Background: an optimization exercise with open tools, aiming at small area. Do not read the settings as production practice.
Only simulation tests tie the RTL to the original design; equivalence was not proved.

==> flow/design.v, too long to show whole: its modules and the start of the top module <==
// module cpx_multiply: 1394 lines
// module dot_prod_pip: 609 lines
// module arg_max: 55 lines
// module arg_max_gt: 242 lines
// module x_corr: 71 lines
module x_corr #(parameter xi_bits = 12,
                parameter xq_bits = 12,
                parameter yi_bits = 12,
                parameter yq_bits = 12,
                parameter i_bits = 31,
                parameter q_bits = 31,
                parameter length = 102,
                parameter length_counter_bits = 7,
                parameter out_max_bits = 62
                )
   (input clk,
    input                              rst,
    output                             s_axis_tready,
    input [xi_bits - 1:0]              xi,
    input [xq_bits - 1:0]              xq,
    input [yi_bits - 1:0]              yi,
    input [yq_bits - 1:0]              yq,
    input                              m_axis_tvalid,
    input                              m_axis_tready,
    output [out_max_bits - 1:0]        out_max,
    output [length_counter_bits - 1:0] index,
    output                             s_axis_tvalid
    );
  // ...
==> flow/flow/run.sh <==
#!/bin/bash
# Layout flow: the standard synthesis, then a polarity clean-up of the
# mapped netlist (flow/polarity.py: full adders built on complemented
# signals, and XOR/XNOR swapped, where that saves inverters; registers and
# ports untouched), then the standard ORFS layout with one-drive port
# buffers and a clock tree of small buffers without dummy loads.
# Each tool's output goes to a log file in this folder.
set -euo pipefail
W=$(pwd)
R=$W/orfs/results/$FLOW_PLATFORM/x_corr/base

bash standard.sh synth > synth.log 2>&1

cp "$R/1_2_yosys.v" "$W/netlist_standard.v"
python3 flow/polarity.py "$W/netlist_standard.v" "$W/netlist_polarity.v" > polarity.log 2>&1
cp "$W/netlist_polarity.v" "$R/1_2_yosys.v"
rm -f "$R/1_synth.odb" "$R/1_synth.sdc"

bash standard.sh \
  BUFFER_PORTS_ARGS="-buffer_cell sky130_fd_sc_hd__buf_1" \
  CTS_ARGS="-sink_clustering_enable -repair_clock_nets -dont_use_dummy_load -buf_list {sky130_fd_sc_hd__clkbuf_4 sky130_fd_sc_hd__clkbuf_8}" \
  finish > layout.log 2>&1
==> flow/flow/polarity.py <==
#!/usr/bin/env python3
"""Polarity clean-up of a mapped sky130 netlist (Yosys write_verilog output).

Full adders are self-dual: FA(~a,~b,~c) = (~sum, ~cout). Yosys's full-adder
extraction leaves many inverters between adders. This script chooses, per
full adder, whether to build it on complemented signals, and per XOR/XNOR
gate which of the two to use, so that as few inverters as possible remain.
Registers, ports and all other cells are left as they are. The result is
logically identical to the input netlist.

usage: polarity.py IN.v OUT.v
"""
import re, sys, random
from collections import defaultdict

P = "sky130_fd_sc_hd__"
OUTPINS = {"X", "Y", "Q", "Q_N", "SUM", "COUT", "HI", "LO"}

def esc(n):
    # escaped identifiers end at white space
    return n + " " if n.startswith("\\") else n

def main(src, dst):
    text = open(src).read()
    m = re.search(r"^\s*module\s", text, re.M)
    head_end = None
    cell_re = re.compile(r"^  (\S+) (\\\S+ |\S+) ?\((.*?)\n  \);\n", re.S | re.M)
    pin_re = re.compile(r"\.(\w+)\(([^()]*)\)")
    cells = []
    spans = []
    for mm in cell_re.finditer(text):
        typ, name, body = mm.group(1), mm.group(2).strip(), mm.group(3)
        pins = [(p, n.strip()) for p, n in pin_re.findall(body)]
        cells.append([typ, name, pins])
        spans.append((mm.start(), mm.end()))
    ncell_lines = len(re.findall(r"^  sky130_fd_sc_hd__", text, re.M))
    if not cells or ncell_lines != len(cells):
        # not the netlist format this script knows: leave it unchanged
        print(f"parsed {len(cells)} of {ncell_lines} cells; netlist left unchanged")
        open(dst, "w").write(text)
        return
    # the cells must form one contiguous block
    for (a, b), (c, d) in zip(spans, spans[1:]):
        if text[b:c].strip():
            print("text between cells; netlist left unchanged")
            open(dst, "w").write(text)
            return
    # ports
    ports = set()
    for mm in re.finditer(r"^\s*(input|output)\s+(\[(\d+):(\d+)\]\s*)?(\S+);", text, re.M):
        if mm.group(1) != "output":
            continue
        nm = mm.group(5)
        if mm.group(2):
            hi, lo = int(mm.group(3)), int(mm.group(4))
            for i in range(min(hi, lo), max(hi, lo) + 1):
                ports.add(f"{nm}[{i}]")
        else:
            ports.add(nm)
    isinv = lambda t: t.startswith(P + "inv_") or t.startswith(P + "clkinv_")
    isfa = lambda t: t.startswith(P + "fa_")
    isxor = lambda t: t.startswith(P + "xor2_") or t.startswith(P + "xnor2_")
    driver = {}
    loads = defaultdict(list)
    for ci, (typ, name, pins) in enumerate(cells):
        for p, n in pins:
            if p in OUTPINS:
                driver[n] = (ci, p)
            else:
                loads[n].append((ci, p))
    # root resolution through inverters
    memo = {}
    def root(n):
        if n in memo:
            return memo[n]
        d = driver.get(n)
        if d is not None and isinv(cells[d[0]][0]):
            inp = dict(cells[d[0]][2])["A"]
            r, q = root(inp)
            res = (r, q ^ 1)
        else:
            res = (n, 0)
        memo[n] = res
        return res
    # inverters that drive ports stay; everything else is rebuilt
    keep_inv = set()
    for ci, (typ, name, pins) in enumerate(cells):
        if isinv(typ):
            out = dict(pins)["Y"]
            if out in ports:
                keep_inv.add(ci)
    # flippable cells: FA (not driving ports), XOR/XNOR (free)
    flip = {}
    fa_cells = []
    for ci, (typ, name, pins) in enumerate(cells):
        if isfa(typ):
            outs = [n for p, n in pins if p in OUTPINS]
            if not any(o in ports for o in outs):
                flip[ci] = 0
                fa_cells.append(ci)
        elif isxor(typ):
            outs = [n for p, n in pins if p in OUTPINS]
            if not any(o in ports for o in outs):
                flip[ci] = 0
    # load requirements: list of (ci, pin, root, parity) for non-inverter loads
    # and kept inverters (which need parity on their input)
    reqs = defaultdict(list)     # root -> list of (ci, pin, q)
    cell_in_roots = defaultdict(list)
    for ci, (typ, name, pins) in enumerate(cells):
        if isinv(typ) and ci not in keep_inv:
            continue
        for p, n in pins:
            if p in OUTPINS:
                continue
            if n.startswith("1'") or n.startswith("0'"):
                continue
            r, q = root(n)
            reqs[r].append((ci, p, q))
            cell_in_roots[ci].append(r)
    for n in ports:
        r, q = root(n)
        d = driver.get(n)
        if d is not None and isinv(cells[d[0]][0]):
            continue  # handled by kept inverter
        if n != r:
            print("port through buffer?", n, r)
    def phys(r):
        d = driver.get(r)
        if d is not None and d[0] in flip and isfa(cells[d[0]][0]):
            return flip[d[0]]
        if d is not None and d[0] in flip and isxor(cells[d[0]][0]):
            return flip[d[0]]
        return 0
    def need_inv(r):
        pr = phys(r)
        for ci, p, q in reqs[r]:
            t = cells[ci][0]
            if ci in flip and isxor(t):
                continue  # absorbed
            f = flip.get(ci, 0) if isfa(t) else 0
            if (q ^ f) != pr:
                return 1
        return 0
    def cost_roots(rs):
        return sum(need_inv(r) for r in rs)
    def touched(ci):
        rs = set(cell_in_roots[ci])
        for p, n in cells[ci][2]:
            if p in OUTPINS:
                rs.add(n)
        return rs
    allroots = set(reqs.keys())
    before = cost_roots(allroots)
    flippable = list(flip.keys())
    tt = {ci: touched(ci) for ci in flippable}
    # greedy passes, then simulated annealing, keeping the best assignment
    random.seed(1)
    cur = before
    best = cur
    best_flip = dict(flip)
    it = 0
    T = 0.6
    steps = 400 * len(flippable)
    for step in range(steps):
        ci = flippable[random.randrange(len(flippable))]
        rs = tt[ci]
        c0 = cost_roots(rs)
        flip[ci] ^= 1
        c1 = cost_roots(rs)
        d = c1 - c0
        if d <= 0 or random.random() < pow(2.718, -d / T):
            cur += d
            if cur < best:
                best = cur
                best_flip = dict(flip)
        else:
            flip[ci] ^= 1
        T = max(0.05, 0.6 * (1 - step / steps))
    flip.update(best_flip)
    improved = True
    while improved:
        improved = False
        it += 1
        for ci in flippable:
            rs = tt[ci]
            c0 = cost_roots(rs)
            flip[ci] ^= 1
            if cost_roots(rs) < c0:
                improved = True
            else:
                flip[ci] ^= 1
    after = cost_roots(allroots)
    # rebuild: for each root needing an inverter, one new inverter
    invnet = {}
    newcells = []
    k = 0
    for r in sorted(allroots):
        if need_inv(r):
            k += 1
            nn = f"_pol{k}_"
            invnet[r] = nn
            newcells.append((P + "inv_1", f"_polinv{k}_", [("A", r), ("Y", nn)]))
    def conn(ci, p, n):
        r, q = root(n)
        t = cells[ci][0]
        if ci in flip and isxor(t):
            return r
        f = flip.get(ci, 0) if isfa(t) else 0
        if (q ^ f) != phys(r):
            return invnet[r]
        return r
    out_cells = []
    for ci, (typ, name, pins) in enumerate(cells):
        if isinv(typ) and ci not in keep_inv:
            continue
        newpins = []
        if ci in flip and isxor(typ):
            # parity absorbed: xor of physical inputs vs wanted
            par = flip[ci]
            for p, n in pins:
                if p in OUTPINS:
                    newpins.append((p, n))
                    continue
                r, q = root(n)
                par ^= q ^ phys(r)
                newpins.append((p, r))
            base = "xor2_" if typ.startswith(P + "xor2_") else "xnor2_"
            # cell value = base(phys inputs); wanted output physical = true ^ flip
            # true = base(true inputs) = base(phys) ^ (q^phys parity sum)
            isx = (base == "xor2_")
            want_x = isx ^ bool(par)
            drive = typ.split("_")[-1]
            typ2 = P + ("xor2_" if want_x else "xnor2_") + drive
            opin = "X" if want_x else "Y"
            newpins = [((opin if p in OUTPINS else p), n) for p, n in newpins]
            out_cells.append((typ2, name, newpins))
            continue
        for p, n in pins:
            if p in OUTPINS or n.startswith("1'") or n.startswith("0'"):
                newpins.append((p, n))
            else:
                newpins.append((p, conn(ci, p, n)))
        out_cells.append((typ, name, newpins))
    out_cells.extend(newcells)
    # write: header (everything before first cell), declare new wires, cells, endmodule
    first = spans[0][0]
    last = spans[-1][1]
    head = text[:first]
    tail = text[last:]
    decl = "".join(f"  wire _pol{i}_;\n" for i in range(1, k + 1))
    body = []
    for typ, name, pins in out_cells:
        body.append(f"  {typ} {esc(name)} (\n" + ",\n".join(f"    .{p}({esc(n)})" for p, n in pins) + "\n  );\n")
    open(dst, "w").write(head + decl + "".join(body) + tail)
    ninv0 = sum(1 for c in cells if isinv(c[0]))
    print(f"cells {len(cells)}; inverters {ninv0} -> {len(keep_inv) + k}; roots needing inverter {before} -> {after}; passes {it}")
    nfl = sum(1 for ci in fa_cells if flip[ci])
    print(f"full adders flipped: {nfl} of {len(fa_cells)}")

if __name__ == "__main__":
    main(sys.argv[1], sys.argv[2])
==> flow/standard.sh <==
#!/bin/bash
# synth_recipe.tcl (not shown) runs the flow's synth.tcl, then flattens the netlist and writes it again
# the make line also repeats each setting of config.mk as NAME=value (left out here)
make -C /OpenROAD-flow-scripts/flow DESIGN_CONFIG=/design/flow/config.mk WORK_HOME=/design/flow/orfs CLKGATE_MAP_FILE= SYNTH_SCRIPT=/design/flow/synth_recipe.tcl "${@:-finish}"
==> flow/config.mk <==
export PLATFORM = sky130hd
export DESIGN_NAME = x_corr
export DESIGN_NICKNAME = x_corr
export VERILOG_FILES = /design/flow/design.v
export SDC_FILE = /design/flow/constraint.sdc
export NUM_CORES = 4
export LEC_CHECK = 0
export ABC_AREA = 1
export CAP_MARGIN = 20
export CORE_MARGIN = 2
export CORE_UTILIZATION = 40
export SLEW_MARGIN = 20
==> flow/constraint.sdc <==
create_clock -name core_clock -period 10.0 [get_ports {clk}]
set_input_delay 2.0000 -clock core_clock [delete_from_list [all_inputs] [get_ports {clk}]]
set_output_delay 2.0000 -clock core_clock [all_outputs]
set_load 0.01 [all_outputs]
==> results.yml, run 1 <==
run_status:
  outcome: "timing/DRC/antenna clean"
logic_synthesis:
  syn_area_per_cell_um2: 9.097
  synthCells: 3463
global_routing:
  track_usage_pct: 23.79
  grt_pass1_wl_um: 149800
  met2_usage_pct: 37.46
  gr-total-overflow: 0
detailed_routing:
  drt_iter0_drc: 2121
cells_and_area:
  multi_input_area_share_pct: 66.65
  largestRegisters: "am.omax x60, mg.mag x56"
  dominant-cell-class: "multi-input combinational cells"
  layout.nonclk_buf_share_pct: 4.616
  seq_share_pct: 17.37
  multi_input_area_um2: 22980
  areaGrowthSynthToFinish_pct: 9.445
worst_setup_path:
  crit_top_cell: "nand2_1"
  worst_path_max_delay_cell: "fa_1"
die:
  die_h_um: 284.6
  die_w_um: 284.6
  io_pins: 123
sta:
  finalSetupViolCount: 0
worst_hold_path:
  hold_start: "am.s_axis_tvalid"
clock_tree:
  hold_buffers: 0
  clockBufferDepth: 3
placement:
  post_dp_cell_area_um2: 33470
==> run 2, diff against run 1 <==
--- a/flow/design.v
+++ b/flow/design.v
@@ -1403,44 +1403,54 @@
    output [59:0]     nmag,
    output reg [59:0] mag);
    reg [30:0] ore, oim;
    always @(posedge clk)
      if (load) begin
         ore <= re;
         oim <= im;
      end
-   reg [4:0] ore_w;
+   reg [4:0] ore_nw;
    always @(*) begin
-      case (st)
-        4'd1: ore_w = {ore[30], ore[30], ore[29], ore[28], ore[27]};
-        4'd2: ore_w = {ore[27], ore[26], ore[25], ore[24], ore[23]};
-        4'd3: ore_w = {ore[23], ore[22], ore[21], ore[20], ore[19]};
-        4'd4: ore_w = {ore[19], ore[18], ore[17], ore[16], ore[15]};
-        4'd5: ore_w = {ore[15], ore[14], ore[13], ore[12], ore[11]};
-        4'd6: ore_w = {ore[11], ore[10], ore[9], ore[8], ore[7]};
-        4'd7: ore_w = {ore[7], ore[6], ore[5], ore[4], ore[3]};
-        4'd8: ore_w = {ore[3], ore[2], ore[1], ore[0], 1'b0};
-        default: ore_w = 5'd0;
-      endcase
+      if (load)
+        ore_nw = {re[30], re[30], re[29], re[28], re[27]};
+      else
+        case (st)
+          4'd1: ore_nw = {ore[27], ore[26], ore[25], ore[24], ore[23]};
+          4'd2: ore_nw = {ore[23], ore[22], ore[21], ore[20], ore[19]};
+          4'd3: ore_nw = {ore[19], ore[18], ore[17], ore[16], ore[15]};
+          4'd4: ore_nw = {ore[15], ore[14], ore[13], ore[12], ore[11]};
+          4'd5: ore_nw = {ore[11], ore[10], ore[9], ore[8], ore[7]};
+          4'd6: ore_nw = {ore[7], ore[6], ore[5], ore[4], ore[3]};
+          4'd7: ore_nw = {ore[3], ore[2], ore[1], ore[0], 1'b0};
+          default: ore_nw = 5'd0;
+        endcase
    end
-   reg [4:0] oim_w;
+   reg [4:0] ore_w;
+   always @(posedge clk)
+     ore_w <= ore_nw;
+   reg [4:0] oim_nw;
    always @(*) begin
-      case (st)
-        4'd1: oim_w = {oim[30], oim[30], oim[29], oim[28], oim[27]};
-        4'd2: oim_w = {oim[27], oim[26], oim[25], oim[24], oim[23]};
-        4'd3: oim_w = {oim[23], oim[22], oim[21], oim[20], oim[19]};
-        4'd4: oim_w = {oim[19], oim[18], oim[17], oim[16], oim[15]};
-        4'd5: oim_w = {oim[15], oim[14], oim[13], oim[12], oim[11]};
-        4'd6: oim_w = {oim[11], oim[10], oim[9], oim[8], oim[7]};
-        4'd7: oim_w = {oim[7], oim[6], oim[5], oim[4], oim[3]};
-        4'd8: oim_w = {oim[3], oim[2], oim[1], oim[0], 1'b0};
-        default: oim_w = 5'd0;
-      endcase
+      if (load)
+        oim_nw = {im[30], im[30], im[29], im[28], im[27]};
+      else
+        case (st)
+          4'd1: oim_nw = {oim[27], oim[26], oim[25], oim[24], oim[23]};
+          4'd2: oim_nw = {oim[23], oim[22], oim[21], oim[20], oim[19]};
+          4'd3: oim_nw = {oim[19], oim[18], oim[17], oim[16], oim[15]};
+          4'd4: oim_nw = {oim[15], oim[14], oim[13], oim[12], oim[11]};
+          4'd5: oim_nw = {oim[11], oim[10], oim[9], oim[8], oim[7]};
+          4'd6: oim_nw = {oim[7], oim[6], oim[5], oim[4], oim[3]};
+          4'd7: oim_nw = {oim[3], oim[2], oim[1], oim[0], 1'b0};
+          default: oim_nw = 5'd0;
+        endcase
    end
+   reg [4:0] oim_w;
+   always @(posedge clk)
+     oim_w <= oim_nw;
    wire [37:0] low;
    wire oree0_one = ore_w[1] ^ ore_w[0];
    wire oree0_two = (ore_w[2] & ~ore_w[1] & ~ore_w[0]) | (~ore_w[2] & ore_w[1] & ore_w[0]);
    wire oree0_neg = ore_w[2];
    wire orep0_q0 = (oree0_one & ore[0]) ^ oree0_neg;
    wire orep0_q1 = ((oree0_one & ore[1]) | (oree0_two & ore[0])) ^ oree0_neg;
    wire orep0_q2 = ((oree0_one & ore[2]) | (oree0_two & ore[1])) ^ oree0_neg;
    wire orep0_q3 = ((oree0_one & ore[3]) | (oree0_two & ore[2])) ^ oree0_neg;
==> flow/flow/run.sh (replaced) <==
#!/bin/bash
# Layout flow: the standard synthesis, then a polarity clean-up of the
# mapped netlist (flow/polarity.py: full adders built on complemented
# signals, and XOR/XNOR swapped, where that saves inverters; registers and
# ports untouched), then the standard ORFS layout with one-drive port
# buffers, a clock tree of small buffers without dummy loads, and
# downsizing of non-critical cells after global routing.
# Each tool's output goes to a log file in this folder.
set -euo pipefail
W=$(pwd)
R=$W/orfs/results/$FLOW_PLATFORM/x_corr/base

bash standard.sh synth > synth.log 2>&1

cp "$R/1_2_yosys.v" "$W/netlist_standard.v"
python3 flow/polarity.py "$W/netlist_standard.v" "$W/netlist_polarity.v" > polarity.log 2>&1
cp "$W/netlist_polarity.v" "$R/1_2_yosys.v"
rm -f "$R/1_synth.odb" "$R/1_synth.sdc"

bash standard.sh \
  BUFFER_PORTS_ARGS="-buffer_cell sky130_fd_sc_hd__buf_1" \
  CTS_ARGS="-sink_clustering_enable -repair_clock_nets -dont_use_dummy_load -sink_clustering_size 24 -buf_list {sky130_fd_sc_hd__clkbuf_4 sky130_fd_sc_hd__clkbuf_8}" \
  RECOVER_POWER=100 \
  finish > layout.log 2>&1
==> results.yml, run 2 <==
die:
  initial_core_util_pct: 40.28
  io_pins: 123
  die_h_um: 285.6
  die_w_um: 285.6
  rows: 103
  dieArea_um2: 81560
  core_um2: 78740
cells_and_area:
  fill_cells: 7815
  multi_input_area_um2: 22800
  layout_commonest_cell: "inv_1"
  drive_gt1_share_pct: 5.391
  layout_common_cells: "487 x inv_1, 413 x fa_1, 398 x o22ai_1, 370 x nand2_1, 245 x xor2_1"
  regArea_um2: 6187
  fin_cells: 4727
  largest_reg_flops: 60
  largestRegisters: "am.omax x60, mg.mag x56"
  fin_nets: 4348
  areaGrowthSynthToFinish_pct: 7.479
  finish.instance_area_um2: 34090
  top_register: "am.omax"
sta:
  fin_ws_ns: 1.019
  worstMarginPinSlew_ns: 1.865
  clock_skew_ns: 0.07697
  setup_tns_ns: 0
  fin_crit_sh_pct: 89.82
  drv_slew: 37
  finalSetupViolCount: 0
  grt_setup_unrepaired: "false"
  fmax_mhz: 111.3
  min_period_ns: 8.982
  finalHoldViolations: 0
  max_slew_margin_pct: -24.34
placement:
  gp_congestion: 1.026
  dp.cells: 4671
  io_buffers: 120
  post_dp_cell_area_um2: 33440
  dp_hpwl_um: 77040
  dp_slack_ns: 0.6900
detailed_routing:
  route.detailed.drc: 0
  wl_per_cell_um: 20.83
  viasPerCell: 5.496
  vias: 25980
  route.met2.wl_um: 43360
  dr.max_layer_used: "met5"
  wl_met1_um: 41570
  drt_iter0_drc: 2337
  wirelength_um: 98470
  ant_nets: 0
  dr.pass1.iters: 8
  dr_wl_met3_um: 8167
clock_tree:
  numCtsBuffers: 52
  clockBufferDepth: 3
  insertion_delay_ns: 0.65
  post_cts_buffers: 0
  cts.sinks: 278
  cts.reportedPaths.clkPinSlew_ns: 0.05
  ctsResizeCount: 0
  hold_buffers: 0
  cts.htree.levels: 2
  tritoncts: "done"
  cts-root-buf: "clkbuf_8"
worst_setup_path:
  critPathMaxFanout: 14
  slowest_delay_ns: 0.70
  crit_path_end_kind: "flip-flop"
  cp.required_ns: 10.33
  crit_top_cell: "nand2_1"
  cp.arrival_ns: 9.31
  worst_path_max_delay_cell: "clkbuf_1"
  worstSetupStartpointType: "input pin"
  crit_type: "in -> reg"
logic_synthesis:
  syn_area_um2: 31720
  syn_area_per_cell_um2: 8.803
  ys_warn_count: 3
  synthCells: 3603
global_routing:
  antenna_found_initial: 6
  track_usage_pct: 24.23
  grt_pass1_wl_um: 153400
  gr-total-overflow: 0
  grt_max_degree: 94
  grt_pass1_vias: 26040
flow_run:
  cap_viol_max_count: 1
worst_hold_path:
  hold_path.class: "reg -> reg"
run_status:
  outcome: "complete, but fails checks"
  failed_checks: "max-capacitance violations, max-slew violations"
## run 2: cell count changes in the layout (fill, tap and decap cells not counted), sizes merged, moves of 7 or more
cell,delta
xor2,+13
dfxtp,+10
inv,-23
o21ai,+27
a21oi,+18
o22ai,-28
clkbuf,+7
xnor2,-31
nor2,+47
buf,-40
and2,+7
nand2,+81
nand4,+7
nand3,+21
## run 2: layer usage
layer | vias to the layer above | global-route usage, %
met2 | 1162 | 37.49
met5 | - | 0
met4 | 6 | 12.19
met3 | 304 | 4.561
met1 | 12480 | 32.49
li1 | 12030 | -
## run 2: path summary, 6_finish.rpt
| check | from | endpoint | slack, ns | depth (start not counted) |
|---|---|---|---|---|
| max | m_axis_tvalid | mg.oim[30] | 1.02 | 29 |
| min | am.omax[38] | am.omax[38] | 0.47 | 2 |
| max reg2reg | mg.ore_w[2] | am.omax[2] | 1.20 | 45 |
| min reg2reg | am.omax[38] | am.omax[38] | 0.47 | 2 |
## run 2: per-stage QoR
step                      util, %  hold WS, ns
after global routing        43.28       0.4957
final                       43.29       0.4719
after global placement      42.46       0.4624
after detailed placement    42.47       0.4667
after CTS                   43.38       0.4754
after floorplan                 -       0.4590
## run 2: cell type report
class	instances	area share, %
antenna	4	0.02936
clock buffer	52	2.099
inverter	487	5.362
multi-input combinational	2632	66.90
sequential	278	18.15
tap	1050	3.854
timing repair buffer	224	3.608
## run 2: critical path: cells and delay by family
kind	cells	cell delay, ns
XOR/XNOR	1	0.47
AND/OR/NAND/NOR	15	1.95
AO/OA/AOI/OAI	1	0.11
adder cells (fa/ha/maj)	8	3.56
buffers and inverters	4	1.16
==> run 3, diff against run 2 <==
--- a/flow/flow/run.sh
+++ b/flow/flow/run.sh
@@ -3,8 +3,7 @@
 # mapped netlist (flow/polarity.py: full adders built on complemented
 # signals, and XOR/XNOR swapped, where that saves inverters; registers and
 # ports untouched), then the standard ORFS layout with one-drive port
-# buffers, a clock tree of small buffers without dummy loads, and
-# downsizing of non-critical cells after global routing.
+# buffers and a clock tree of small buffers without dummy loads.
 # Each tool's output goes to a log file in this folder.
 set -euo pipefail
 W=$(pwd)
@@ -20,5 +19,4 @@
 bash standard.sh \
   BUFFER_PORTS_ARGS="-buffer_cell sky130_fd_sc_hd__buf_1" \
   CTS_ARGS="-sink_clustering_enable -repair_clock_nets -dont_use_dummy_load -sink_clustering_size 24 -buf_list {sky130_fd_sc_hd__clkbuf_4 sky130_fd_sc_hd__clkbuf_8}" \
-  RECOVER_POWER=100 \
   finish > layout.log 2>&1
--- a/flow/config.mk
+++ b/flow/config.mk
@@ -6,7 +6,7 @@
 export NUM_CORES = 4
 export LEC_CHECK = 0
 export ABC_AREA = 1
-export CAP_MARGIN = 20
+export CAP_MARGIN = 10
 export CORE_MARGIN = 2
 export CORE_UTILIZATION = 40
-export SLEW_MARGIN = 20
+export SLEW_MARGIN = 10
==> results.yml, run 3 <==
logic_synthesis:
  synthCells: 3603
  syn_area_per_cell_um2: 8.803
  ys_warn_count: 3
  syn_area_um2: 31720
cells_and_area:
  largest_reg_flops: 60
  layout_commonest_cell: "inv_1"
  layout_common_cells: "486 x inv_1, 413 x fa_1, 398 x o22ai_1, 366 x nand2_1, 242 x xor2_1"
  areaGrowthSynthToFinish_pct: 7.748
  drive_gt1_share_pct: 5.906
  largestRegisters: "am.omax x60, mg.mag x56"
  fill_cells: 7773
  fin_nets: 4349
  top_register: "am.omax"
global_routing:
  gr-total-overflow: 0
  grt_max_degree: 94
  antenna_found_initial: 5
  track_usage_pct: 24.25
  grt_pass1_wl_um: 153400
  grt_pass1_vias: 26030
worst_setup_path:
  crit_type: "reg -> reg"
  cp.arrival_ns: 9.42
  slowest_delay_ns: 0.94
  worstSetupStartpointType: "flip-flop"
  crit_path_end_kind: "flip-flop"
  critPathMaxFanout: 30
  worst_path_max_delay_cell: "o21ai_2"
  worstRegToRegCells: 42
  cp.required_ns: 10.52
  crit_top_cell: "nand2_1"
die:
  rows: 103
  dieArea_um2: 81560
  die_w_um: 285.6
  io_pins: 123
  core_um2: 78740
  initial_core_util_pct: 40.28
  die_h_um: 285.6
clock_tree:
  clockBufferDepth: 3
  cts.sinks: 278
  insertion_delay_ns: 0.64
  cts-root-buf: "clkbuf_8"
  tritoncts: "done"
  cts.reportedPaths.clkPinSlew_ns: 0.05
  ctsResizeCount: 0
  post_cts_buffers: 0
  numCtsBuffers: 53
  cts.htree.levels: 2
  hold_buffers: 0
worst_hold_path:
  hold_path.class: "reg -> reg"
  whs_path_depth: 2
detailed_routing:
  route.detailed.drc: 0
  viasPerCell: 5.473
  ant_nets: 0
  drt_iter0_drc: 2243
  vias: 25870
  wirelength_um: 98010
  dr.pass1.iters: 6
  wl_per_cell_um: 20.73
sta:
  worstMarginPinSlew_ns: 1.223
  drv_slew: 0
  holdWs_ns: 0.4703
  fin_ws_ns: 1.098
  setup_tns_ns: 0
  max_slew_margin_pct: 18.48
  grt_setup_unrepaired: "false"
  fmax_mhz: 112.3
  fin_crit_sh_pct: 89.02
  min_period_ns: 8.902
  clock_skew_ns: 0.04913
  finalHoldViolations: 0
  finalSetupViolCount: 0
placement:
  gp_congestion: 1.026
  dp_slack_ns: 0.6488
  io_buffers: 120
  dp_hpwl_um: 77060
flow_run:
  cap_viol_max_count: 0
run_status:
  outcome: "timing/DRC/antenna clean"
[run 3: layer usage]
layer,GRT usage [%],part of all wire (%),up-vias
met2,37.71,44,1213
met5,0,0.050,-
li1,-,-,12030
met3,4.234,8.6,293
met4,11.68,5.4,8
met1,32.75,42,12330
[run 3: final cells by class]
| cell class | count | area [um^2] | share of cell area, % |
|---|---|---|---|
| antenna | 3 | 7.507 | 0.02197 |
| tap | 1050 | 1314 | 3.844 |
| sequential | 278 | 6187 | 18.10 |
| timing repair buffer | 224 | 1245 | 3.643 |
| inverter | 487 | 1828 | 5.349 |
| multi-input combinational | 2632 | 22860 | 66.90 |
| clock buffer | 53 | 729.5 | 2.135 |
[run 3: worst paths after layout]
path | to | slack, ns | from
setup / recovery | am.omax[58] | 1.10 | mg.ore_w[0]
hold / removal | am.result_collected_buff | 0.47 | am.s_axis_tvalid
setup reg to reg | am.omax[58] | 1.10 | mg.ore_w[0]
hold reg to reg | am.result_collected_buff | 0.47 | am.s_axis_tvalid
[run 3: per-stage QoR]
| step | cells | area, um^2 | utilization, % |
|---|---|---|---|
| 6_report | 4727 | 34170 | 43.40 |
| 4_1_cts | 4724 | 34170 | 43.39 |
| 3_5_place_dp | 4671 | 33440 | 42.46 |
| 2_1_floorplan | 3604 | 31720 | - |
| 5_1_grt | 4725 | 34170 | 43.39 |
| 3_3_place_gp | 4671 | 33440 | 42.46 |
[run 3: worst max-delay path, delay by kind of cell (launching register included)]
family	cells	cell delay, ns
buffers and inverters	3	0.23
xor gates and xnor gates	1	0.22
DFF	1	0.32
adders and majority gates	6	2.49
and+or+nand+nor	25	2.95
AOI/OAI and AO/OA	7	2.62
==> run 4, diff against run 3 <==
--- a/flow/flow/run.sh
+++ b/flow/flow/run.sh
@@ -18,5 +18,5 @@
 
 bash standard.sh \
   BUFFER_PORTS_ARGS="-buffer_cell sky130_fd_sc_hd__buf_1" \
-  CTS_ARGS="-sink_clustering_enable -repair_clock_nets -dont_use_dummy_load -sink_clustering_size 24 -buf_list {sky130_fd_sc_hd__clkbuf_4 sky130_fd_sc_hd__clkbuf_8}" \
+  CTS_ARGS="-sink_clustering_enable -repair_clock_nets -dont_use_dummy_load -buf_list {sky130_fd_sc_hd__clkbuf_2 sky130_fd_sc_hd__clkbuf_4}" \
   finish > layout.log 2>&1
--- a/flow/config.mk
+++ b/flow/config.mk
@@ -6,7 +6,7 @@
 export NUM_CORES = 4
 export LEC_CHECK = 0
 export ABC_AREA = 1
-export CAP_MARGIN = 10
+export CAP_MARGIN = 20
 export CORE_MARGIN = 2
 export CORE_UTILIZATION = 40
-export SLEW_MARGIN = 10
+export SLEW_MARGIN = 20
==> results.yml, run 4 <==
placement:
  dp_hpwl_um: 77040
  dp.cells: 4671
  io_buffers: 120
  gp_congestion: 1.026
run_status:
  outcome: "timing/DRC/antenna clean"
logic_synthesis:
  syn_area_per_cell_um2: 8.803
  synthCells: 3603
  ys_warn_count: 3
  syn_area_um2: 31720
die:
  core_um2: 78740
  io_pins: 123
  die_h_um: 285.6
  initial_core_util_pct: 40.28
  die_w_um: 285.6
  rows: 103
  dieArea_um2: 81560
detailed_routing:
  wl_per_cell_um: 20.77
  dr.pass1.iters: 6
  viasPerCell: 5.473
  drt_iter0_drc: 2373
  route.detailed.drc: 0
  ant_nets: 0
  wirelength_um: 98700
  vias: 26020
worst_hold_path:
  hold_path.class: "reg -> reg"
  min_to: "am.omax[38]"
  whs_path_depth: 2
  hold_start: "am.omax[38]"
clock_tree:
  cts.reportedPaths.clkPinSlew_ns: 0.07
  cts.htree.levels: 3
  cts.sinks: 278
  insertion_delay_ns: 0.86
  ctsResizeCount: 0
  clockBufferDepth: 3
  numCtsBuffers: 81
  tritoncts: "done"
  cts-root-buf: "clkbuf_4"
  hold_buffers: 0
  post_cts_buffers: 0
worst_setup_path:
  rrSetupSlack_ns: 1.27
  worst_path_max_delay_cell: "a21oi_2"
  rr_startpoint: "mg.ore_w[2]"
  crit_path_end_kind: "flip-flop"
  crit_type: "reg -> reg"
  worstRegToRegCells: 44
  crit_top_cell: "nand2_1"
  cp.required_ns: 10.71
  slowest_delay_ns: 0.69
  reg2reg_to: "am.omax[58]"
  cp.arrival_ns: 9.44
  critPathMaxFanout: 30
  worstSetupStartpointType: "flip-flop"
sta:
  fin_crit_sh_pct: 87.35
  min_period_ns: 8.735
  finalHoldViolations: 0
  setup_tns_ns: 0
  grt_setup_unrepaired: "false"
  holdWs_ns: 0.4727
  max_slew_margin_pct: 33.15
  finalSetupViolCount: 0
  worstMarginPinSlew_ns: 1.002
  clock_skew_ns: 0.08831
  fmax_mhz: 114.5
  drv_slew: 0
cells_and_area:
  post-route-util_pct: 43.25
  largestRegisters: "am.omax x60, mg.mag x56"
  layout_commonest_cell: "inv_1"
  top_register: "am.omax"
  fin_cells: 4753
  areaGrowthSynthToFinish_pct: 7.373
  fill_cells: 7833
  drive_gt1_share_pct: 6.618
  layout_common_cells: "486 x inv_1, 413 x fa_1, 398 x o22ai_1, 366 x nand2_1, 242 x xor2_1"
  fin_nets: 4377
  largest_reg_flops: 60
global_routing:
  grt_max_degree: 94
  gr-total-overflow: 0
  antenna_found_initial: 5
  grt_pass1_wl_um: 153700
  track_usage_pct: 24.39
  grt_pass1_vias: 26300
flow_run:
  cap_viol_max_count: 0
-- run 4: worst max path at each step --
stage / from / end / cells after the start
CTS: mg.ore_w[2] / am.omax[58] / 44
detailed placement: yq[3] / mg.oim[30] / 26
global route: mg.ore_w[2] / am.omax[7] / 45
global placement: yq[3] / mg.oim[30] / 26
finish: mg.ore_w[2] / am.omax[58] / 44
floorplan: yq[1] / mg.oim[27] / 25
-- run 4: worst max-delay path, delay by kind of cell (launching register included) --
| family | cells | cell delay [ns] |
|---|---|---|
| compound gates | 7 | 1.98 |
| xor+xnor | 1 | 0.23 |
| fa+ha+maj | 6 | 2.47 |
| buf+inv | 5 | 0.67 |
| flops | 1 | 0.31 |
| simple gates | 25 | 2.97 |
-- run 4: area by class of cell --
cell class / instances / area, um^2 / area share (%)
flip-flops and latches: 278 / 6187 / 18.17
clock buffers: 81 / 608.1 / 1.786
well taps: 1050 / 1314 / 3.858
repair buffers: 224 / 1245 / 3.656
inverters: 487 / 1828 / 5.368
multi-input cells: 2632 / 22870 / 67.16
diodes: 1 / 2.502 / 0.007348
-- run 4: stage by stage --
step / worst slack [ns] / area (um^2)
after floorplan: 1.458 / 31720
after global placement: 0.6588 / 33440
after detailed placement: 0.6900 / 33440
after CTS: 1.226 / 34050
after global routing: 0.4223 / 34060
final: 1.265 / 34060
-- run 4: layer usage --
metal	track usage (%)	vias up	routed length, um
li1	-	12100	-
met1	32.43	12420	41340
met2	37.45	1189	43490
met3	4.984	302	8648
met4	12.93	4	5190
met5	0	-	26
==> run 5, diff against run 4 <==
--- a/flow/flow/run.sh
+++ b/flow/flow/run.sh
@@ -18,5 +18,5 @@
 
 bash standard.sh \
   BUFFER_PORTS_ARGS="-buffer_cell sky130_fd_sc_hd__buf_1" \
-  CTS_ARGS="-sink_clustering_enable -repair_clock_nets -dont_use_dummy_load -buf_list {sky130_fd_sc_hd__clkbuf_2 sky130_fd_sc_hd__clkbuf_4}" \
+  CTS_ARGS="-sink_clustering_enable -repair_clock_nets -dont_use_dummy_load -buf_list {sky130_fd_sc_hd__clkbuf_4 sky130_fd_sc_hd__clkbuf_8}" \
   finish > layout.log 2>&1
==> results.yml, run 5 <==
worst_setup_path:
  crit_path_end_kind: "flip-flop"
  worst_path_max_delay_cell: "fa_1"
  crit_type: "in -> reg"
  reg2reg_to: "am.omax[2]"
  cp.required_ns: 10.33
  critPathBufInv: 3
  crit_family: "adder cells"
  path_depth: 26
  critPathMaxFanout: 12
  rrSetupSlack_ns: 1.29
  slowest_delay_ns: 0.54
  rr_startpoint: "mg.ore_w[2]"
  cp-startpoint: "yq[3]"
  worstRegToRegCells: 45
  cp.arrival_ns: 9.13
  worstSetupStartpointType: "input pin"
cells_and_area:
  layout_common_cells: "486 x inv_1, 413 x fa_1, 398 x o22ai_1, 366 x nand2_1, 242 x xor2_1"
  layout_commonest_cell: "inv_1"
  drive_gt1_share_pct: 5.881
  areaGrowthSynthToFinish_pct: 7.736
  largestRegisters: "am.omax x60, mg.mag x56"
  fin_cells: 4727
  top_register: "am.omax"
  largest_reg_flops: 60
  fill_cells: 7795
  fin_nets: 4348
sta:
  holdWs_ns: 0.4719
  clock_skew_ns: 0.07588
  setup_tns_ns: 0
  finalHoldViolations: 0
  fmax_mhz: 113.7
  drv_slew: 0
  max_slew_margin_pct: 33.04
  worstMarginPinSlew_ns: 1.003
  finalSetupViolCount: 0
  grt_setup_unrepaired: "false"
  min_period_ns: 8.797
  fin_crit_sh_pct: 87.97
placement:
  gp_congestion: 1.026
  dp.cells: 4671
  dp_hpwl_um: 77040
  io_buffers: 120
clock_tree:
  cts.htree.levels: 2
  post_cts_buffers: 0
  numCtsBuffers: 52
  tritoncts: "done"
  hold_buffers: 0
  ctsResizeCount: 0
  cts-root-buf: "clkbuf_8"
  clockBufferDepth: 3
  cts.sinks: 278
  insertion_delay_ns: 0.65
  cts.reportedPaths.clkPinSlew_ns: 0.05
global_routing:
  antenna_found_initial: 6
  grt_pass1_wl_um: 153400
  grt_pass1_vias: 26040
  grt_max_degree: 94
  gr-total-overflow: 0
  track_usage_pct: 24.23
die:
  dieArea_um2: 81560
  initial_core_util_pct: 40.28
  die_h_um: 285.6
  rows: 103
  die_w_um: 285.6
  io_pins: 123
  core_um2: 78740
detailed_routing:
  drt_iter0_drc: 2261
  ant_nets: 0
  wirelength_um: 98470
  viasPerCell: 5.481
  route.detailed.drc: 0
  vias: 25910
  wl_per_cell_um: 20.83
  dr.pass1.iters: 6
worst_hold_path:
  min_to: "am.omax[38]"
  hold_start: "am.omax[38]"
  whs_path_depth: 2
  hold_path.class: "reg -> reg"
run_status:
  outcome: "timing/DRC/antenna clean"
logic_synthesis:
  syn_area_per_cell_um2: 8.803
  syn_area_um2: 31720
  synthCells: 3603
  ys_warn_count: 3
flow_run:
  cap_viol_max_count: 0
run 5: cell count changes in the layout (fill, tap and decap cells not counted), sizes merged:
| cell | before | now |
|---|---|---|
| clkbuf | 82 | 53 |
| diode | 1 | 4 |
run 5: area by class of cell:
cell class	count	area [um^2]	area share, %
antenna	4	10.01	0.02929
tap	1050	1314	3.845
inverter	487	1828	5.350
timing repair buffer	224	1245	3.643
clock buffer	52	715.7	2.094
sequential	278	6187	18.11
multi-input combinational	2632	22870	66.93
run 5: how the worst max path moves through the flow:
stage                       to  slack, ns
finish              mg.oim[30]       1.20
detailed placement  mg.oim[30]       0.69
global placement    mg.oim[30]       0.66
floorplan           mg.oim[27]       1.46
global route        am.omax[7]       0.44
CTS                 mg.oim[30]       1.30
run 5: tightest hold or removal path, cell delays in order, from the launching register on:
cell     delay [ns]
dfxtp_1        0.30
inv_1          0.06
a21oi_1        0.05
run 5: metal layers:
layer,vias up,track usage (%),share of wire [%]
li1,12030,-,-
met1,12420,32.49,42
met2,1155,37.49,44
met3,300,4.561,8.5
met4,6,12.19,5.4
met5,-,0,0.036
run 5: metrics by stage:
| step | util [%] | instance area [um^2] | setup slack, ns |
|---|---|---|---|
| CTS | 43.38 | 34160 | 1.300 |
| detailed placement | 42.47 | 33440 | 0.6900 |
| global route | 43.39 | 34160 | 0.4379 |
| floorplan | - | 31720 | 1.458 |
| finish | 43.40 | 34170 | 1.203 |
| global placement | 42.46 | 33440 | 0.6588 |
==> run 6, diff against run 5 <==
==> flow/flow/run.sh (replaced) <==
#!/bin/bash
# Layout flow:
#  1. the standard synthesis (standard.sh synth), unchanged;
#  2. the combinational logic of that netlist re-mapped for area by ABC
#     (flow/remap.ys, flow/remap.abc); registers, full/half adders and tie
#     cells keep their instances and names;
#  3. a polarity clean-up (flow/polarity.py): full adders built on
#     complemented signals, and XOR/XNOR swapped, where that saves inverters;
#  4. the standard ORFS layout from that netlist, with one-drive port
#     buffers and a clock tree of small buffers without dummy loads.
# Each tool's output goes to a log file in this folder.
set -euo pipefail
W=$(pwd)
R=$W/orfs/results/$FLOW_PLATFORM/x_corr/base
LIB=$FLOW_HOME/platforms/$FLOW_PLATFORM/lib/sky130_fd_sc_hd__tt_025C_1v80.lib
YOSYS=$(command -v yosys || echo "$FLOW_HOME/../tools/install/yosys/bin/yosys")
PERIOD_PS=$(python3 -c "print(int(round(float('$FLOW_PERIOD_NS') * 1000)))")

bash standard.sh synth > synth.log 2>&1
cp "$R/1_2_yosys.v" "$W/netlist_standard.v"

sed -e "s|LIBFILE|$LIB|g" -e "s|IN_NETLIST|$W/netlist_standard.v|" \
    -e "s|OUT_NETLIST|$W/netlist_remap.v|" -e "s|TOPNAME|$FLOW_TOP|" \
    -e "s|ABCSCRIPT|$W/flow/remap.abc|" -e "s|PERIOD_PS|$PERIOD_PS|" \
    flow/remap.ys > remap_run.ys
"$YOSYS" -s remap_run.ys > remap.log 2>&1

python3 flow/polarity.py "$W/netlist_remap.v" "$W/netlist_polarity.v" > polarity.log 2>&1
cp "$W/netlist_polarity.v" "$R/1_2_yosys.v"
rm -f "$R/1_synth.odb" "$R/1_synth.sdc"

bash standard.sh \
  BUFFER_PORTS_ARGS="-buffer_cell sky130_fd_sc_hd__buf_1" \
  CTS_ARGS="-sink_clustering_enable -repair_clock_nets -dont_use_dummy_load -sink_clustering_size 12 -sink_clustering_max_diameter 40 -buf_list {sky130_fd_sc_hd__clkbuf_4}" \
  finish > layout.log 2>&1
==> flow/flow/remap.abc (new file) <==
strash
dch
map -a
topo
stime -c
buffer -c
upsize -c
dnsize -c
==> flow/flow/remap.ys (new file) <==
# Re-map the combinational logic of the standard synthesis netlist for area.
# Registers, full and half adders and tie cells are kept as they are (same
# instances and names); everything else is flattened to gates and mapped
# again by ABC with an area-first script (flow/remap.abc).
read_liberty -ignore_miss_func LIBFILE
read_verilog IN_NETLIST
hierarchy -top TOPNAME
blackbox sky130_fd_sc_hd__fa_1 sky130_fd_sc_hd__ha_1 sky130_fd_sc_hd__dfxtp_1 sky130_fd_sc_hd__edfxtp_1 sky130_fd_sc_hd__conb_1
flatten
rename -hide w:_*
opt_clean -purge
stat
abc -liberty LIBFILE -script ABCSCRIPT -D PERIOD_PS -dont_use sky130_fd_sc_hd__probe_p_8 -dont_use sky130_fd_sc_hd__probec_p_8 -dont_use sky130_fd_sc_hd__lpflow_*
rename -hide w:_*
opt_clean -purge
insbuf -buf sky130_fd_sc_hd__buf_4 A X
stat -liberty LIBFILE
write_verilog -noattr OUT_NETLIST
==> results.yml, run 6 <==
detailed_routing:
  vias: 25070
  ant_nets: 0
  wl_per_cell_um: 21.17
  wirelength_um: 96180
  route.detailed.drc: 0
  drt_iter0_drc: 1683
  dr.pass1.iters: 5
  viasPerCell: 5.517
die:
  die_w_um: 282.0
  dieArea_um2: 79530
  io_pins: 123
  initial_core_util_pct: 40.57
  rows: 101
  core_um2: 76200
  die_h_um: 282.0
clock_tree:
  cts.reportedPaths.clkPinSlew_ns: 0.10
  cts.htree.levels: 2
  cts-root-buf: "clkbuf_4"
  numCtsBuffers: 53
  cts.sinks: 278
  clockBufferDepth: 3
  tritoncts: "done"
  insertion_delay_ns: 0.87
placement:
  dp.cells: 4484
  gp_congestion: 1.010
  io_buffers: 120
  dp_hpwl_um: 75830
cells_and_area:
  fin_cells: 4544
  areaGrowthSynthToFinish_pct: 8.038
  fin_nets: 4182
  largest_reg_flops: 60
  layout_common_cells: "484 x inv_1, 413 x fa_1, 391 x o22ai_1, 248 x xor2_1, 215 x dfxtp_1"
  fill_cells: 7606
  drive_gt1_share_pct: 6.302
  layout_commonest_cell: "inv_1"
  largestRegisters: "am.omax x60, mg.mag x56"
  top_register: "am.omax"
global_routing:
  track_usage_pct: 24.64
  gr-total-overflow: 0
  grt_max_degree: 70
  grt_pass1_vias: 25730
  antenna_found_initial: 2
  grt_pass1_wl_um: 149700
flow_run:
  cap_viol_max_count: 0
worst_setup_path:
  worstSetupStartpointType: "flip-flop"
  rr_startpoint: "mg.ore_w[1]"
  cp.required_ns: 10.77
  crit_path_end_kind: "flip-flop"
  slowest_delay_ns: 0.53
  cp.arrival_ns: 9.86
  critPathMaxFanout: 53
  worst_path_max_delay_cell: "fa_1"
  crit_type: "reg -> reg"
  crit_top_cell: "inv_1"
  cp-startpoint: "mg.ore_w[1]"
sta:
  min_period_ns: 9.083
  max_slew_margin_pct: 39.13
  setup_tns_ns: 0
  grt_setup_unrepaired: "false"
  finalHoldViolations: 0
  drv_slew: 0
  fmax_mhz: 110.1
  fin_crit_sh_pct: 90.83
  clock_skew_ns: 0.1011
  worstMarginPinSlew_ns: 0.9047
  finalSetupViolCount: 0
worst_hold_path:
  hold_path.class: "reg -> reg"
  hold_start: "am.s_axis_tvalid"
logic_synthesis:
  syn_area_per_cell_um2: 9.136
  syn_area_um2: 30920
  ys_warn_count: 3
  synthCells: 3384
run_status:
  outcome: "timing/DRC/antenna clean"
-- run 6: changes by cell type in the layout (fill, tap and decap cells not counted), moves of 9 or more --
cell	change
nand2_1	-153
nor2_1	-22
buf_4	+11
nand2_2	-9
a211oi_1	+18
a31oi_1	+12
o221ai_1	+10
clkbuf_8	-52
nand4_1	-9
clkbuf_4	+53
nand3_1	-38
-- run 6: final cells by class --
cell class,instances,area (um^2),share of cell area (%)
Inverter,485,1826,5.465
Antenna cell,7,17.52,0.05244
Clock buffer,53,397.9,1.191
Sequential cell,278,6187,18.52
Tap cell,1030,1289,3.858
Timing Repair Buffer,239,1389,4.158
Multi-Input combinational cell,2452,22300,66.75
-- run 6: critical path, delay by kind of cell, from the launching register on --
family,cells,cell delay [ns]
xor gates and xnor gates,2,0.39
adders and majority gates,6,2.32
buffers and inverters,8,1.05
AOI/OAI and AO/OA,11,1.61
DFF,1,0.36
and+or+nand+nor,20,3.22
-- run 6: path summary, 6_finish.rpt --
kind | slack (ns) | cells past startpoint | endpoint
hold reg to reg | 0.43 | 2 | am.result_collected_buff
setup / recovery | 0.92 | 47 | am.omax[34]
setup reg to reg | 0.92 | 47 | am.omax[34]
hold / removal | 0.43 | 2 | am.result_collected_buff
-- run 6: stage by stage --
stage | hold WS, ns | worst slack, ns | util, % | instance area (um^2)
2_1_floorplan | 0.4574 | 1.106 | - | 30920
3_3_place_gp | 0.4649 | 0.5002 | 43.23 | 32940
3_5_place_dp | 0.4677 | 0.3281 | 43.24 | 32950
4_1_cts | 0.4362 | 0.5486 | 43.76 | 33350
5_1_grt | 0.4831 | 0.02896 | 43.82 | 33390
6_report | 0.4341 | 0.9170 | 43.83 | 33400
-- run 6: what timing repair did --
item / in CTS / in global routing
hold buffers: 0 / 0
setup buffers: 0 / 0
gates resized for setup: 0 / 9
setup endpoints to repair: 0 / 58
hold endpoints to repair: 0 / 0
-- run 6: layer usage --
metal  global-route usage, %  vias to the layer above  routed length, um
li1                        -                    11620                  -
met1                   31.81                    12200              40090
met2                   40.09                      996              44160
met3                   4.617                      261               7341
met4                   11.24                        0               4587
met5                       0                        -                  0
==> run 7, diff against run 6 <==
--- a/flow/flow/run.sh
+++ b/flow/flow/run.sh
@@ -31,5 +31,5 @@
 
 bash standard.sh \
   BUFFER_PORTS_ARGS="-buffer_cell sky130_fd_sc_hd__buf_1" \
-  CTS_ARGS="-sink_clustering_enable -repair_clock_nets -dont_use_dummy_load -sink_clustering_size 12 -sink_clustering_max_diameter 40 -buf_list {sky130_fd_sc_hd__clkbuf_4}" \
+  CTS_ARGS="-sink_clustering_enable -repair_clock_nets -dont_use_dummy_load -sink_clustering_size 10 -sink_clustering_max_diameter 35 -buf_list {sky130_fd_sc_hd__clkbuf_4}" \
   finish > layout.log 2>&1
==> results.yml, run 7 <==
run_status:
  outcome: "timing/DRC/antenna clean"
detailed_routing:
  drt_iter0_drc: 1850
  wirelength_um: 96570
  ant_nets: 0
  route.detailed.drc: 0
  vias: 25160
  wl_per_cell_um: 21.24
  viasPerCell: 5.534
  dr.pass1.iters: 5
die:
  initial_core_util_pct: 40.57
  dieArea_um2: 79530
  core_um2: 76200
  die_w_um: 282.0
  io_pins: 123
  rows: 101
  die_h_um: 282.0
sta:
  finalHoldViolations: 0
  finalSetupViolCount: 0
  clock_skew_ns: 0.08071
  setup_tns_ns: 0
  max_slew_margin_pct: 37.79
  min_period_ns: 9.090
  worstMarginPinSlew_ns: 0.9246
  holdWs_ns: 0.4721
  fin_crit_sh_pct: 90.90
  fmax_mhz: 110.0
  drv_slew: 0
  grt_setup_unrepaired: "false"
worst_setup_path:
  cp.required_ns: 10.75
  crit_top_cell: "inv_1"
  critPathMaxFanout: 53
  worst_path_max_delay_cell: "fa_1"
  slowest_delay_ns: 0.53
  crit_path_end_kind: "flip-flop"
  worstSetupStartpointType: "flip-flop"
  cp.arrival_ns: 9.84
  crit_type: "reg -> reg"
cells_and_area:
  regArea_um2: 6187
  largest_reg_flops: 60
  layout_common_cells: "484 x inv_1, 413 x fa_1, 391 x o22ai_1, 248 x xor2_1, 215 x dfxtp_1"
  post-route-util_pct: 43.87
  drive_gt1_share_pct: 6.488
  fill_cells: 7598
  top_register: "am.omax"
  fin_nets: 4189
  layout_commonest_cell: "inv_1"
  largestRegisters: "am.omax x60, mg.mag x56"
  multi_input_area_um2: 22300
  areaGrowthSynthToFinish_pct: 8.143
global_routing:
  grt_pass1_wl_um: 149700
  track_usage_pct: 24.62
  grt_pass1_vias: 25780
  gr-total-overflow: 0
  antenna_found_initial: 3
  grt_max_degree: 70
placement:
  io_buffers: 120
  gp_congestion: 1.010
  dp_hpwl_um: 75830
clock_tree:
  clockBufferDepth: 3
  cts-root-buf: "clkbuf_4"
  numCtsBuffers: 60
  cts.htree.levels: 2
  hold_buffers: 0
  tritoncts: "done"
  post_cts_buffers: 0
  cts.reportedPaths.clkPinSlew_ns: 0.10
  insertion_delay_ns: 0.87
  ctsResizeCount: 0
  cts.sinks: 278
logic_synthesis:
  syn_area_per_cell_um2: 9.136
  syn_area_um2: 30920
  ys_warn_count: 3
  synthCells: 3384
flow_run:
  cap_viol_max_count: 0
worst_hold_path:
  hold_path.class: "reg -> reg"
-- run 7: critical path: cells and delay by family (launching register included) --
family          cells  cell delay [ns]
flops               1             0.36
compound gates     11             1.58
buf+inv             8             1.04
xor+xnor            2             0.39
simple gates       20             3.22
fa+ha+maj           6             2.32
-- run 7: through the flow --
stage	setup slack [ns]	std cells	area [um^2]
2_1_floorplan	1.106	3385	30920
5_1_grt	0.01068	4545	33430
4_1_cts	0.4947	4544	33400
3_3_place_gp	0.5002	4483	32940
6_report	0.9105	4547	33430
3_5_place_dp	0.3281	4484	32950
-- run 7: layer usage --
metal	routed length [um]	vias up	GRT usage, %	part of all wire (%)
met5	13	-	0	0.013
met4	4683	2	11.40	4.8
met3	7205	283	4.601	7.5
met2	44390	1042	40.02	46
met1	40270	12210	31.78	42
li1	-	11630	-	-
-- run 7: cell type report --
cell class / count / area share, %
antenna: 3 / 0.02245
sequential: 278 / 18.51
inverter: 485 / 5.453
timing repair buffer: 239 / 4.132
clock buffer: 60 / 1.347
tap: 1030 / 3.855
multi-input combinational: 2452 / 66.69
-- run 7: final timing paths --
check / start / endpoint / slack [ns] / cells past startpoint
hold reg to reg: am.omax[19] / am.omax[19] / 0.47 / 2
setup reg to reg: mg.ore_w[1] / am.omax[18] / 0.91 / 47
hold / removal: am.omax[19] / am.omax[19] / 0.47 / 2
setup / recovery: mg.ore_w[1] / am.omax[18] / 0.91 / 47
==> run 8, diff against run 7 <==
--- a/flow/flow/run.sh
+++ b/flow/flow/run.sh
@@ -31,5 +31,5 @@
 
 bash standard.sh \
   BUFFER_PORTS_ARGS="-buffer_cell sky130_fd_sc_hd__buf_1" \
-  CTS_ARGS="-sink_clustering_enable -repair_clock_nets -dont_use_dummy_load -sink_clustering_size 10 -sink_clustering_max_diameter 35 -buf_list {sky130_fd_sc_hd__clkbuf_4}" \
+  CTS_ARGS="-sink_clustering_enable -repair_clock_nets -dont_use_dummy_load -sink_clustering_size 16 -sink_clustering_max_diameter 50 -buf_list {sky130_fd_sc_hd__clkbuf_8}" \
   finish > layout.log 2>&1
==> flow/flow/remap.abc (replaced) <==
strash
dch
amap
topo
stime -c
buffer -c
upsize -c
dnsize -c
==> results.yml, run 8 <==
run_status:
  outcome: "timing/DRC/antenna clean"
detailed_routing:
  drt_iter0_drc: 2822
  viasPerCell: 5.675
  ant_nets: 0
  vias: 28370
  dr.pass1.iters: 9
  route.detailed.drc: 0
  wl_per_cell_um: 21.13
  wirelength_um: 105600
clock_tree:
  cts.reportedPaths.clkPinSlew_ns: 0.07
  clockBufferDepth: 3
  numCtsBuffers: 43
  hold_buffers: 0
  cts.sinks: 278
  tritoncts: "done"
  cts.htree.levels: 2
  cts-root-buf: "clkbuf_8"
  insertion_delay_ns: 0.67
worst_setup_path:
  crit_path_end_kind: "flip-flop"
  worstSetupStartpointType: "flip-flop"
  worst_path_max_delay_cell: "fa_1"
  worstRegToRegCells: 48
  path_depth: 48
  critPathMaxFanout: 30
  crit_type: "reg -> reg"
  cp.arrival_ns: 10.14
  rrSetupSlack_ns: 0.41
  cp.required_ns: 10.55
  slowest_delay_ns: 0.58
  critPathBufInv: 8
  crit_family: "simple AND/OR/NAND/NOR gates"
global_routing:
  grt_max_degree: 59
  track_usage_pct: 25.63
  gr-total-overflow: 0
  antenna_found_initial: 2
  grt_pass1_vias: 27510
  grt_pass1_wl_um: 161600
sta:
  min_period_ns: 9.592
  drv_slew: 0
  worstMarginPinSlew_ns: 1.242
  grt_setup_unrepaired: "true"
  finalHoldViolations: 0
  finalSetupViolCount: 0
  fmax_mhz: 104.3
  clock_skew_ns: 0.1017
  fin_crit_sh_pct: 95.92
  max_slew_margin_pct: 17.09
die:
  die_w_um: 284.4
  initial_core_util_pct: 40.54
  core_um2: 77590
  io_pins: 123
  dieArea_um2: 80900
  die_h_um: 284.4
  rows: 102
logic_synthesis:
  syn_area_um2: 31460
  synthCells: 3818
  syn_area_per_cell_um2: 8.239
  ys_warn_count: 3
placement:
  dp.cells: 4921
  gp_congestion: 1.006
  dp_hpwl_um: 80870
  io_buffers: 120
  post_dp_cell_area_um2: 33610
worst_hold_path:
  whs_path_depth: 2
  hold_path.class: "reg -> reg"
cells_and_area:
  areaGrowthSynthToFinish_pct: 11.51
  drive_gt1_share_pct: 8.542
  top_register: "am.omax"
  fin_cells: 4999
  finish.instance_area_um2: 35080
  largestRegisters: "am.omax x60, mg.mag x56"
  largest_reg_flops: 60
  layout_common_cells: "564 x nor2_1, 564 x inv_1, 468 x a21oi_1, 413 x fa_1, 409 x o22ai_1"
  fin_nets: 4632
flow_run:
  cap_viol_max_count: 0
## run 8: worst min-delay path, stage by stage (launching register included)
cell,delay (ns)
dfxtp_1,0.31
inv_1,0.07
nor3_1,0.05
## run 8: through the flow
stage	utilization [%]	TNS (ns)	hold WS [ns]	setup WS, ns
6_report	45.21	0	0.4796	0.4084
5_1_grt	45.21	-9.427	0.5029	-0.2040
4_1_cts	44.17	0	0.4813	0.04876
3_5_place_dp	43.32	-2.714	0.4724	-0.1145
3_3_place_gp	43.32	0	0.4685	0.06560
2_1_floorplan	-	0	0.4608	0.4711
## run 8: worst paths after layout
kind / start / endpoint
hold reg to reg: am.s_axis_tvalid / am.result_collected_buff
setup / recovery: mg.ore_w[2] / am.omax[4]
setup reg to reg: mg.ore_w[2] / am.omax[4]
hold / removal: am.s_axis_tvalid / am.result_collected_buff
## run 8: final cells by class
type,count,area [um^2]
diodes,2,5.005
repair inverters,1,8.758
multi-input cells,2766,22740
well taps,1040,1301
inverters,571,2165
fillers,7758,42510
flip-flops and latches,278,6193
clock buffers,43,591.8
repair buffers,298,2076
## run 8: repair_timing
action / in CTS / in global routing
setup endpoints to repair: 42 / 67
gates resized for setup: 6 / 99
pin swaps: 3 / 57
cloned: 1 / 10
buffers inserted: 2 / 20
## run 8: layer usage
metal / vias to the layer above / track usage, % / part of all wire (%)
met3: 326 / 4.021 / 8.3
met2: 1348 / 41.71 / 46
met4: 0 / 10.45 / 5.1
met5: - / 0 / 0
met1: 13230 / 34.06 / 41
li1: 13470 / - / -
==> run 9, diff against run 8 <==
==> flow/flow/remap.abc (replaced) <==
strash
dch
map -a
topo
stime -c
buffer -c
upsize -c
dnsize -c
==> results.yml, run 9 <==
detailed_routing:
  dr.pass1.iters: 6
  vias: 25010
  wirelength_um: 96190
  wl_per_cell_um: 21.24
  drt_iter0_drc: 1854
  viasPerCell: 5.522
  route.detailed.drc: 0
  ant_nets: 0
worst_hold_path:
  hold_path.class: "reg -> reg"
sta:
  max_slew_margin_pct: 39.32
  grt_setup_unrepaired: "false"
  setup_tns_ns: 0
  finalHoldViolations: 0
  fmax_mhz: 110.2
  drv_slew: 0
  holdWs_ns: 0.4745
  fin_crit_sh_pct: 90.76
  finalSetupViolCount: 0
  worstMarginPinSlew_ns: 0.9019
  fin_ws_ns: 0.9236
  min_period_ns: 9.076
  clock_skew_ns: 0.08697
cells_and_area:
  largest_reg_flops: 60
  top_register: "am.omax"
  layout_commonest_cell: "inv_1"
  largestRegisters: "am.omax x60, mg.mag x56"
  areaGrowthSynthToFinish_pct: 8.483
  layout_common_cells: "484 x inv_1, 413 x fa_1, 391 x o22ai_1, 248 x xor2_1, 215 x dfxtp_1"
  fin_nets: 4169
  post-route-util_pct: 44.01
  fin_cells: 4529
  drive_gt1_share_pct: 5.953
clock_tree:
  cts.reportedPaths.clkPinSlew_ns: 0.09
  clockBufferDepth: 3
  tritoncts: "done"
  insertion_delay_ns: 0.67
  cts-root-buf: "clkbuf_8"
  cts.htree.levels: 2
  post_cts_buffers: 0
  cts.sinks: 278
  numCtsBuffers: 40
  hold_buffers: 0
global_routing:
  track_usage_pct: 24.62
  grt_max_degree: 70
  antenna_found_initial: 3
  grt_pass1_vias: 25610
  gr-total-overflow: 0
  grt_pass1_wl_um: 149400
placement:
  io_buffers: 120
  dp_hpwl_um: 75830
  dp.cells: 4484
  gp_congestion: 1.010
  dp_slack_ns: 0.3281
worst_setup_path:
  crit_family: "simple AND/OR/NAND/NOR gates"
  slowest_delay_ns: 0.53
  worst_path_max_delay_cell: "fa_1"
  critPathBufInv: 8
  crit_top_cell: "inv_1"
  cp.required_ns: 10.55
  crit_path_end_kind: "flip-flop"
  worstSetupStartpointType: "flip-flop"
  critPathMaxFanout: 53
  crit_type: "reg -> reg"
  cp.arrival_ns: 9.63
die:
  io_pins: 123
  initial_core_util_pct: 40.57
  rows: 101
  die_h_um: 282.0
  dieArea_um2: 79530
  core_um2: 76200
  die_w_um: 282.0
flow_run:
  cap_viol_max_count: 0
run_status:
  outcome: "timing/DRC/antenna clean"
logic_synthesis:
  syn_area_um2: 30920
  ys_warn_count: 3
  syn_area_per_cell_um2: 9.136
  synthCells: 3384
[run 9: worst register-to-register path: cells and delay by family, from the launching register on]
family	cells	cell delay [ns]
adder cells (fa/ha/maj)	6	2.33
buffers and inverters	8	1.05
flip-flops	1	0.36
AO/OA/AOI/OAI	11	1.63
XOR/XNOR	2	0.39
AND/OR/NAND/NOR	20	3.22
[run 9: cell type report]
cell class,instances,area (um^2)
diodes,5,12.51
repair buffers,239,1381
multi-input cells,2452,22300
fillers,7588,42660
flip-flops and latches,278,6187
inverters,485,1823
well taps,1030,1289
clock buffers,40,550.5
[run 9: worst paths after layout]
kind | start | endpoint | slack, ns | depth (start not counted)
setup / recovery | mg.ore_w[0] | am.omax[30] | 0.92 | 47
hold / removal | am.omax[38] | am.omax[38] | 0.47 | 2
setup reg to reg | mg.ore_w[0] | am.omax[30] | 0.92 | 47
hold reg to reg | am.omax[38] | am.omax[38] | 0.47 | 2
[run 9: timing repair]
| item | in CTS | in global routing |
|---|---|---|
| endpoints found under the hold margin | 0 | 0 |
| gates resized for setup | 0 | 7 |
| endpoints found under the setup margin | 0 | 58 |
[run 9: routing by layer]
layer  vias up  wire length (um)  global-route usage (%)
li1      11580                 -                       -
met2      1016             44350                   40.18
met3       261              6915                   4.361
met5         -                 0                       0
met4         0              4603                   11.06
met1     12150             40320                   31.93
[run 9: metrics by stage]
stage	cell area (um^2)
floorplan	30920
global placement	32940
detailed placement	32950
CTS	33500
global route	33540
finish	33540

-- re-timing with driven ports --
The flow's constraints put no driver on any port. The routed layouts listed below were extracted and timed again, unchanged, in two steps.
Step 1 assumes that a clkbuf_16 drives the clock port and a buf_2 every other input.
Step 2 times the ports against the registers' clock, not the clock port: input delays grow and output delays shrink by t, the midpoint of the rising clock arrivals with the driver on.
a / b / c = ideal / step 1 / step 2; a / b = the first two.
| run | shift t [ns] | setup WS [ns] | hold slack, ns | worst register clock-pin slew, ns |
|---|---|---|---|---|
| run 1 | 0.662 | 0.706 / 0.706 / 0.435 | 0.459 / 0.459 / 0.459 | 0.07 / 0.07 |
| run 2 | 0.679 | 1.019 / 1.062 / 0.383 | 0.472 / 0.472 / 0.472 | 0.07 / 0.07 |
| run 3 | 0.683 | 1.098 / 1.098 / 0.530 | 0.470 / 0.470 / 0.470 | 0.07 / 0.07 |
| run 4 | 0.874 | 1.265 / 1.265 / 0.574 | 0.473 / 0.473 / 0.473 | 0.07 / 0.07 |
| run 5 | 0.681 | 1.203 / 1.244 / 0.563 | 0.472 / 0.472 / 0.472 | 0.07 / 0.07 |
| run 6 | 0.882 | 0.917 / 0.917 / 0.340 | 0.434 / 0.434 / 0.434 | 0.12 / 0.12 |
| run 7 | 0.883 | 0.910 / 0.910 / 0.375 | 0.472 / 0.472 / 0.472 | 0.11 / 0.11 |
| run 8 | 0.676 | 0.408 / 0.408 / 0.273 | 0.480 / 0.480 / 0.480 | 0.10 / 0.10 |
| run 9 | 0.689 | 0.924 / 0.924 / 0.371 | 0.475 / 0.475 / 0.475 | 0.10 / 0.10 |
For run 4, which loses most, drivers alone change the setup slack by 0.000 ns; drivers and shift together by -0.691 ns.
